From an optimization exercise on the open Yosys and OpenROAD flow, aimed at small area; shortcuts taken in it are not production practice.
Only simulation tests tie the RTL to the original design; equivalence was not proved.

==> 03-13 <==
==> flow/design.v <==
module freq_divider (
    input  wire clk,
    input  wire rst,
    output reg  slow_clk,
    output reg  slow_clk_prev
);
    localparam [11:0] POL       = 12'b101010101010;
    localparam [11:0] TERM_MASK = 12'b011111010111;
    localparam [11:0] TERM_VAL  = 12'd1469 & TERM_MASK;
    reg  [11:0] q;
    wire [11:0] cnt = q ^ POL;
    wire term = (cnt & TERM_MASK) == TERM_VAL;
    wire [11:0] nxt = (!rst || term) ? 12'd0 : {cnt[10:0], ~(cnt[11] ^ cnt[10])};
    always @(posedge clk) begin
        slow_clk_prev <= slow_clk;
        q <= nxt ^ POL;
        if (!rst)         slow_clk <= 1'b0;
        else if (term)    slow_clk <= ~slow_clk;
    end
endmodule
module col_shift_register (
    input  wire       clk,
    input  wire       rst,
    input  wire       step,
    output wire [3:0] col_shift_reg
);
    reg [1:0] idx;
    always @(posedge clk) begin
        if (!rst)      idx <= 2'd0;
        else if (step) idx <= idx + 2'd1;
    end
    assign col_shift_reg = 4'b0001 << idx;
endmodule
module debouncer (
    input  wire clk,
    input  wire rst,
    input  wire noisy_signal,
    output reg  clean_signal
);
    localparam [11:0] POL       = 12'b101010101010;
    localparam [11:0] TERM_MASK = 12'b111110101101;
    localparam [11:0] TERM_VAL  = 12'd2938 & TERM_MASK;
    reg  [11:0] q;
    wire [11:0] cnt = q ^ POL;
    wire differ = noisy_signal ^ clean_signal;
    wire term   = (cnt & TERM_MASK) == TERM_VAL;
    wire clear  = !rst || !differ || term;
    wire [11:0] nxt = clear ? 12'd0 : {cnt[10:0], ~(cnt[11] ^ cnt[10])};
    always @(posedge clk) begin
        q <= nxt ^ POL;
        if (!rst)                clean_signal <= 1'b0;
        else if (differ && term) clean_signal <= noisy_signal;
    end
endmodule
module row_scanner (
    input  wire [3:0] col_shift_reg,
    input  wire [3:0] row_in,
    output reg  [3:0] key_value,
    output wire       key_pressed
);
    always @(*) begin
        key_value = 4'd0;
        case (col_shift_reg)
            4'b0001: case (row_in) 4'b1000: key_value = 4'd1; 4'b0100: key_value = 4'd4; 4'b0010: key_value = 4'd7; default: ; endcase
            4'b0010: case (row_in) 4'b1000: key_value = 4'd2; 4'b0100: key_value = 4'd5; 4'b0010: key_value = 4'd8; default: ; endcase
            4'b0100: case (row_in) 4'b1000: key_value = 4'd3; 4'b0100: key_value = 4'd6; 4'b0010: key_value = 4'd9; default: ; endcase
            default: ;
        endcase
    end
    assign key_pressed = |row_in;
endmodule
module input_control (
    input  wire        clk,
    input  wire        rst,
    input  wire [3:0]  key_value,
    input  wire        key_pressed,
    output reg  [11:0] acumulador,
    output reg  [14:0] bcd
);
    reg key_pressed_prev;
    wire add = key_pressed && !key_pressed_prev;
    wire [3:0] kv = add ? key_value : 4'd0;
    wire [12:0] sum = {1'b0, acumulador} + {9'd0, kv};
    wire [3:0] u = bcd[3:0], t = bcd[7:4], h = bcd[11:8];
    wire [2:0] th = bcd[14:12];
    wire [4:0] us = {1'b0, u} + {1'b0, kv};
    wire cu = us >= 5'd10;
    wire [3:0] un = cu ? us[3:0] - 4'd10 : us[3:0];
    wire ct = cu && t == 4'd9;
    wire [3:0] tn = ct ? 4'd0 : t + {3'd0, cu};
    wire ch = ct && h == 4'd9;
    wire [3:0] hn = ch ? 4'd0 : h + {3'd0, ct};
    wire [2:0] thn = th + {2'd0, ch};
    always @(posedge clk) begin
        key_pressed_prev <= key_pressed;
        if (!rst) begin
            acumulador <= 12'd0;
            bcd <= 15'd0;
        end else begin
            acumulador <= sum[11:0];
            bcd <= sum[12] ? {11'd0, sum[3:0]} : {thn, hn, tn, un};
        end
    end
endmodule
module module_7_segments (
    input  wire [1:0]  sel,
    input  wire [14:0] bcd_i,
    output wire [3:0]  anodo_o,
    output reg  [6:0]  catodo_o
);
    reg [3:0] digito;
    assign anodo_o = ~(4'b0001 << sel);
    always @(*) begin
        case (sel)
            2'd0: digito = bcd_i[3:0];
            2'd1: digito = bcd_i[7:4];
            2'd2: digito = bcd_i[11:8];
            default: digito = {1'b0, bcd_i[14:12]};
        endcase
        case (digito)
            4'd0: catodo_o = 7'b1000000;
            4'd1: catodo_o = 7'b1111001;
            4'd2: catodo_o = 7'b0100100;
            4'd3: catodo_o = 7'b0110000;
            4'd4: catodo_o = 7'b0011001;
            4'd5: catodo_o = 7'b0010010;
            4'd6: catodo_o = 7'b0000010;
            4'd7: catodo_o = 7'b1111000;
            4'd8: catodo_o = 7'b0000000;
            4'd9: catodo_o = 7'b0010000;
            default: catodo_o = 7'b1111111;
        endcase
    end
endmodule
module module_top (
    input  wire        clk,
    input  wire        rst,
    input  wire [3:0]  row_in,
    output wire [3:0]  col_out,
    output wire [6:0]  catodo_po,
    output wire [3:0]  anodo_po,
    output wire [11:0] acumulador
);
    wire slow_clk, slow_clk_prev;
    wire [3:0] clean_rows;
    wire [3:0] key_value;
    wire key_pressed;
    wire [14:0] bcd;
    reg  digit_hi;
    freq_divider divisor_inst (
        .clk(clk), .rst(rst), .slow_clk(slow_clk), .slow_clk_prev(slow_clk_prev)
    );
    col_shift_register registro_inst (
        .clk(clk), .rst(rst),
        .step(slow_clk && !slow_clk_prev && !key_pressed),
        .col_shift_reg(col_out)
    );
    genvar i;
    generate
        for (i = 0; i < 4; i = i + 1) begin : debouncer_loop
            debouncer debounce_inst (
                .clk(clk), .rst(rst),
                .noisy_signal(row_in[i]), .clean_signal(clean_rows[i])
            );
        end
    endgenerate
    row_scanner scanner_inst (
        .col_shift_reg(col_out), .row_in(clean_rows),
        .key_value(key_value), .key_pressed(key_pressed)
    );
    input_control control_inst (
        .clk(clk), .rst(rst), .key_value(key_value), .key_pressed(key_pressed),
        .acumulador(acumulador), .bcd(bcd)
    );
    always @(posedge clk) begin
        if (!rst) digit_hi <= 1'b0;
        else if (slow_clk_prev && !slow_clk) digit_hi <= ~digit_hi;
    end
    module_7_segments display_inst (
        .sel({digit_hi, slow_clk_prev}), .bcd_i(bcd),
        .anodo_o(anodo_po), .catodo_o(catodo_po)
    );
endmodule
==> flow/flow/run.sh <==
#!/bin/bash
# Own layout flow: the standard synthesis, then the combinational logic
# between the registers is mapped again by ABC for area (registers, their
# names and cells untouched), then the standard layout steps from that
# netlist, with small port buffers and a small clock tree.
set -euo pipefail
W=$PWD
F=$W/flow
R=$W/orfs/results/$FLOW_PLATFORM/module_top/base
LIB=$FLOW_HOME/platforms/$FLOW_PLATFORM/lib/sky130_fd_sc_hd__tt_025C_1v80.lib

# 1. standard synthesis
bash standard.sh synth > $W/1_standard_synth.log 2>&1
cp $R/1_2_yosys.v $W/standard_netlist.v

# 2. remap the combinational logic
sed -e "s|@LIB@|$LIB|g" -e "s|@IN@|$W/standard_netlist.v|" -e "s|@OUT@|$W/remapped.v|" \
    -e "s|@ABC@|$F/area.abc|" $F/remap.ys > $W/remap.ys
yosys -s $W/remap.ys > $W/2_remap.log 2>&1
cp $W/remapped.v $R/1_2_yosys.v
touch $R/1_2_yosys.v

# 3. the standard layout steps on the remapped netlist
bash standard.sh \
    "BUFFER_PORTS_ARGS=-buffer_cell sky130_fd_sc_hd__buf_1" \
    "$(cat $F/cts_args.txt)" \
    finish > $W/3_layout.log 2>&1
==> flow/flow/area.abc <==
strash; &get -n; &deepsyn -T 30; &put; dch -f; amap
==> flow/flow/cts_args.txt <==
CTS_ARGS=-sink_clustering_enable -repair_clock_nets -buf_list sky130_fd_sc_hd__clkbuf_8 -dont_use_dummy_load -sink_clustering_size 30 -sink_clustering_max_diameter 200
==> flow/flow/remap.ys <==
read_liberty -wb -ignore_miss_func @LIB@
setattr -mod -set keep_hierarchy 1 =sky130_fd_sc_hd__dfxtp_1 =sky130_fd_sc_hd__dfrtp_1 =sky130_fd_sc_hd__dfstp_1 =sky130_fd_sc_hd__dfbbp_1 =sky130_fd_sc_hd__dfrbp_1 =sky130_fd_sc_hd__dfxbp_1
read_verilog @IN@
hierarchy -top module_top
flatten -wb
opt -purge
abc -script @ABC@ -liberty @LIB@ -dont_use *lpflow* -dont_use *probe*
opt_clean -purge
stat -liberty @LIB@
write_verilog -noattr -nohex -nodec @OUT@
==> flow/standard.sh <==
#!/bin/bash
# synth_recipe.tcl (not shown) runs the flow's synth.tcl, then flattens the netlist and writes it again
# the make line also repeats each setting of config.mk as NAME=value (left out here)
make -C /OpenROAD-flow-scripts/flow DESIGN_CONFIG=/design/flow/config.mk WORK_HOME=/design/flow/orfs CLKGATE_MAP_FILE= SYNTH_SCRIPT=/design/flow/synth_recipe.tcl "${@:-finish}"
==> flow/config.mk <==
export PLATFORM = sky130hd
export DESIGN_NAME = module_top
export DESIGN_NICKNAME = module_top
export VERILOG_FILES = /design/flow/design.v
export SDC_FILE = /design/flow/constraint.sdc
export NUM_CORES = 4
export LEC_CHECK = 0
export CAP_MARGIN = 20
export CORE_MARGIN = 2
export CORE_UTILIZATION = 40
export SLEW_MARGIN = 20
==> flow/constraint.sdc <==
create_clock -name core_clock -period 20.0 [get_ports {clk}]
set_input_delay 4.0000 -clock core_clock [delete_from_list [all_inputs] [get_ports {clk}]]
set_output_delay 4.0000 -clock core_clock [all_outputs]
set_load 0.01 [all_outputs]
==> 03-18 (differences from 03-13) <==
--- a/flow/design.v
+++ b/flow/design.v
@@ -4,16 +4,14 @@
     output reg  slow_clk,
     output reg  slow_clk_prev
 );
-    localparam [11:0] POL       = 12'b101010101010;
+    reg  [11:0] cnt;
     localparam [11:0] TERM_MASK = 12'b011111010111;
     localparam [11:0] TERM_VAL  = 12'd1469 & TERM_MASK;
-    reg  [11:0] q;
-    wire [11:0] cnt = q ^ POL;
     wire term = (cnt & TERM_MASK) == TERM_VAL;
-    wire [11:0] nxt = (!rst || term) ? 12'd0 : {cnt[10:0], ~(cnt[11] ^ cnt[10])};
     always @(posedge clk) begin
         slow_clk_prev <= slow_clk;
-        q <= nxt ^ POL;
+        if (!rst || term) cnt <= 12'd0;
+        else              cnt <= {cnt[10:0], ~(cnt[11] ^ cnt[10])};
         if (!rst)         slow_clk <= 1'b0;
         else if (term)    slow_clk <= ~slow_clk;
     end
@@ -37,19 +35,16 @@
     input  wire noisy_signal,
     output reg  clean_signal
 );
-    localparam [11:0] POL       = 12'b101010101010;
+    reg  [11:0] cnt;
     localparam [11:0] TERM_MASK = 12'b111110101101;
     localparam [11:0] TERM_VAL  = 12'd2938 & TERM_MASK;
-    reg  [11:0] q;
-    wire [11:0] cnt = q ^ POL;
     wire differ = noisy_signal ^ clean_signal;
     wire term   = (cnt & TERM_MASK) == TERM_VAL;
-    wire clear  = !rst || !differ || term;
-    wire [11:0] nxt = clear ? 12'd0 : {cnt[10:0], ~(cnt[11] ^ cnt[10])};
     always @(posedge clk) begin
-        q <= nxt ^ POL;
-        if (!rst)                clean_signal <= 1'b0;
-        else if (differ && term) clean_signal <= noisy_signal;
+        if (!rst || !differ || term) cnt <= 12'd0;
+        else                         cnt <= {cnt[10:0], ~(cnt[11] ^ cnt[10])};
+        if (!rst)                    clean_signal <= 1'b0;
+        else if (differ && term)     clean_signal <= noisy_signal;
     end
 endmodule
 module row_scanner (
@@ -79,11 +74,10 @@
 );
     reg key_pressed_prev;
     wire add = key_pressed && !key_pressed_prev;
-    wire [3:0] kv = add ? key_value : 4'd0;
-    wire [12:0] sum = {1'b0, acumulador} + {9'd0, kv};
+    wire [12:0] sum = {1'b0, acumulador} + {9'd0, key_value};
     wire [3:0] u = bcd[3:0], t = bcd[7:4], h = bcd[11:8];
     wire [2:0] th = bcd[14:12];
-    wire [4:0] us = {1'b0, u} + {1'b0, kv};
+    wire [4:0] us = {1'b0, u} + {1'b0, key_value};
     wire cu = us >= 5'd10;
     wire [3:0] un = cu ? us[3:0] - 4'd10 : us[3:0];
     wire ct = cu && t == 4'd9;
@@ -92,13 +86,16 @@
     wire [3:0] hn = ch ? 4'd0 : h + {3'd0, ct};
     wire [2:0] thn = th + {2'd0, ch};
     always @(posedge clk) begin
-        key_pressed_prev <= key_pressed;
         if (!rst) begin
             acumulador <= 12'd0;
+            key_pressed_prev <= 1'b0;
             bcd <= 15'd0;
         end else begin
-            acumulador <= sum[11:0];
-            bcd <= sum[12] ? {11'd0, sum[3:0]} : {thn, hn, tn, un};
+            key_pressed_prev <= key_pressed;
+            if (add) begin
+                acumulador <= sum[11:0];
+                bcd <= sum[12] ? {11'd0, sum[3:0]} : {thn, hn, tn, un};
+            end
         end
     end
 endmodule
==> flow/run.sh (new file) <==
#!/bin/bash
# synth_recipe.tcl (not shown) runs the flow's synth.tcl, then flattens the netlist and writes it again
# the make line also repeats each setting of config.mk as NAME=value (left out here)
make -C /OpenROAD-flow-scripts/flow DESIGN_CONFIG=/design/flow/config.mk WORK_HOME=/design/flow/orfs CLKGATE_MAP_FILE= SYNTH_SCRIPT=/design/flow/synth_recipe.tcl finish
removed: flow/flow/run.sh
removed: flow/flow/area.abc
removed: flow/flow/cts_args.txt
removed: flow/flow/remap.ys
removed: flow/standard.sh
==> metrics.yaml <==
outcome: "timing/DRC/antenna clean"
power_frac_comb_pct: 2.0
regMostFlops: "debouncer_loop.debounce_inst.cnt"
multi_input_area_share_pct: 46.76
met2RoutedLength_um: 4179
layout.clock.cell_area_share_pct: 3.991
seqAreaFraction_pct: 38.24
synth_cells: 470
mostFrequentLayoutCells: "dfxtp_1 (97), and2_1 (56), nor2_1 (34)"
Source of the figures above: 03-18

==> metrics.yaml <==
outcome: "timing/DRC/antenna clean"
synth_cells: 401
layout.clock.cell_area_share_pct: 3.245
dpl_worst_slack_ns: 13.52
seqAreaFraction_pct: 50.87
regMostFlops: "debouncer_loop.debounce_inst.q"
power_frac_comb_pct: 1.8
mostFrequentLayoutCells: "dfxtp_1 (97), nor2_1 (84), clkinv_1 (37)"
portbufs: 32
multi_input_area_share_pct: 35.66
Source of the figures above: 03-13

[separate check: timing with driven ports]
In the flow no input, the clock included, has a driving cell. The finished layouts below were timed again as built, in two steps.
Step 1 sets driving cells, clkbuf_16 on the clock port and buf_2 on the other inputs (assumed; they add their load-dependent delay and slew).
Step 2 adds t to the input delays and takes it off the output delays; t is the mean of the earliest and latest rising clock arrival at the registers after step 1. Input paths then give back, and output paths get back, about the clock's delay inside the block.
Three values: ideal ports, drivers, drivers and shift; two values: the first two.
run | t, ns | slack for setup (ns) | clock arrival spread, ns | slew at the worst register clock pin (ns)
03-13 | 0.373 | 13.117 / 13.084 / 13.457 | 0.028 / 0.028 | 0.10 / 0.10
03-18 | 0.400 | 13.110 / 13.076 / 13.476 | 0.013 / 0.013 | 0.10 / 0.10
After both steps every run listed still meets setup and hold.
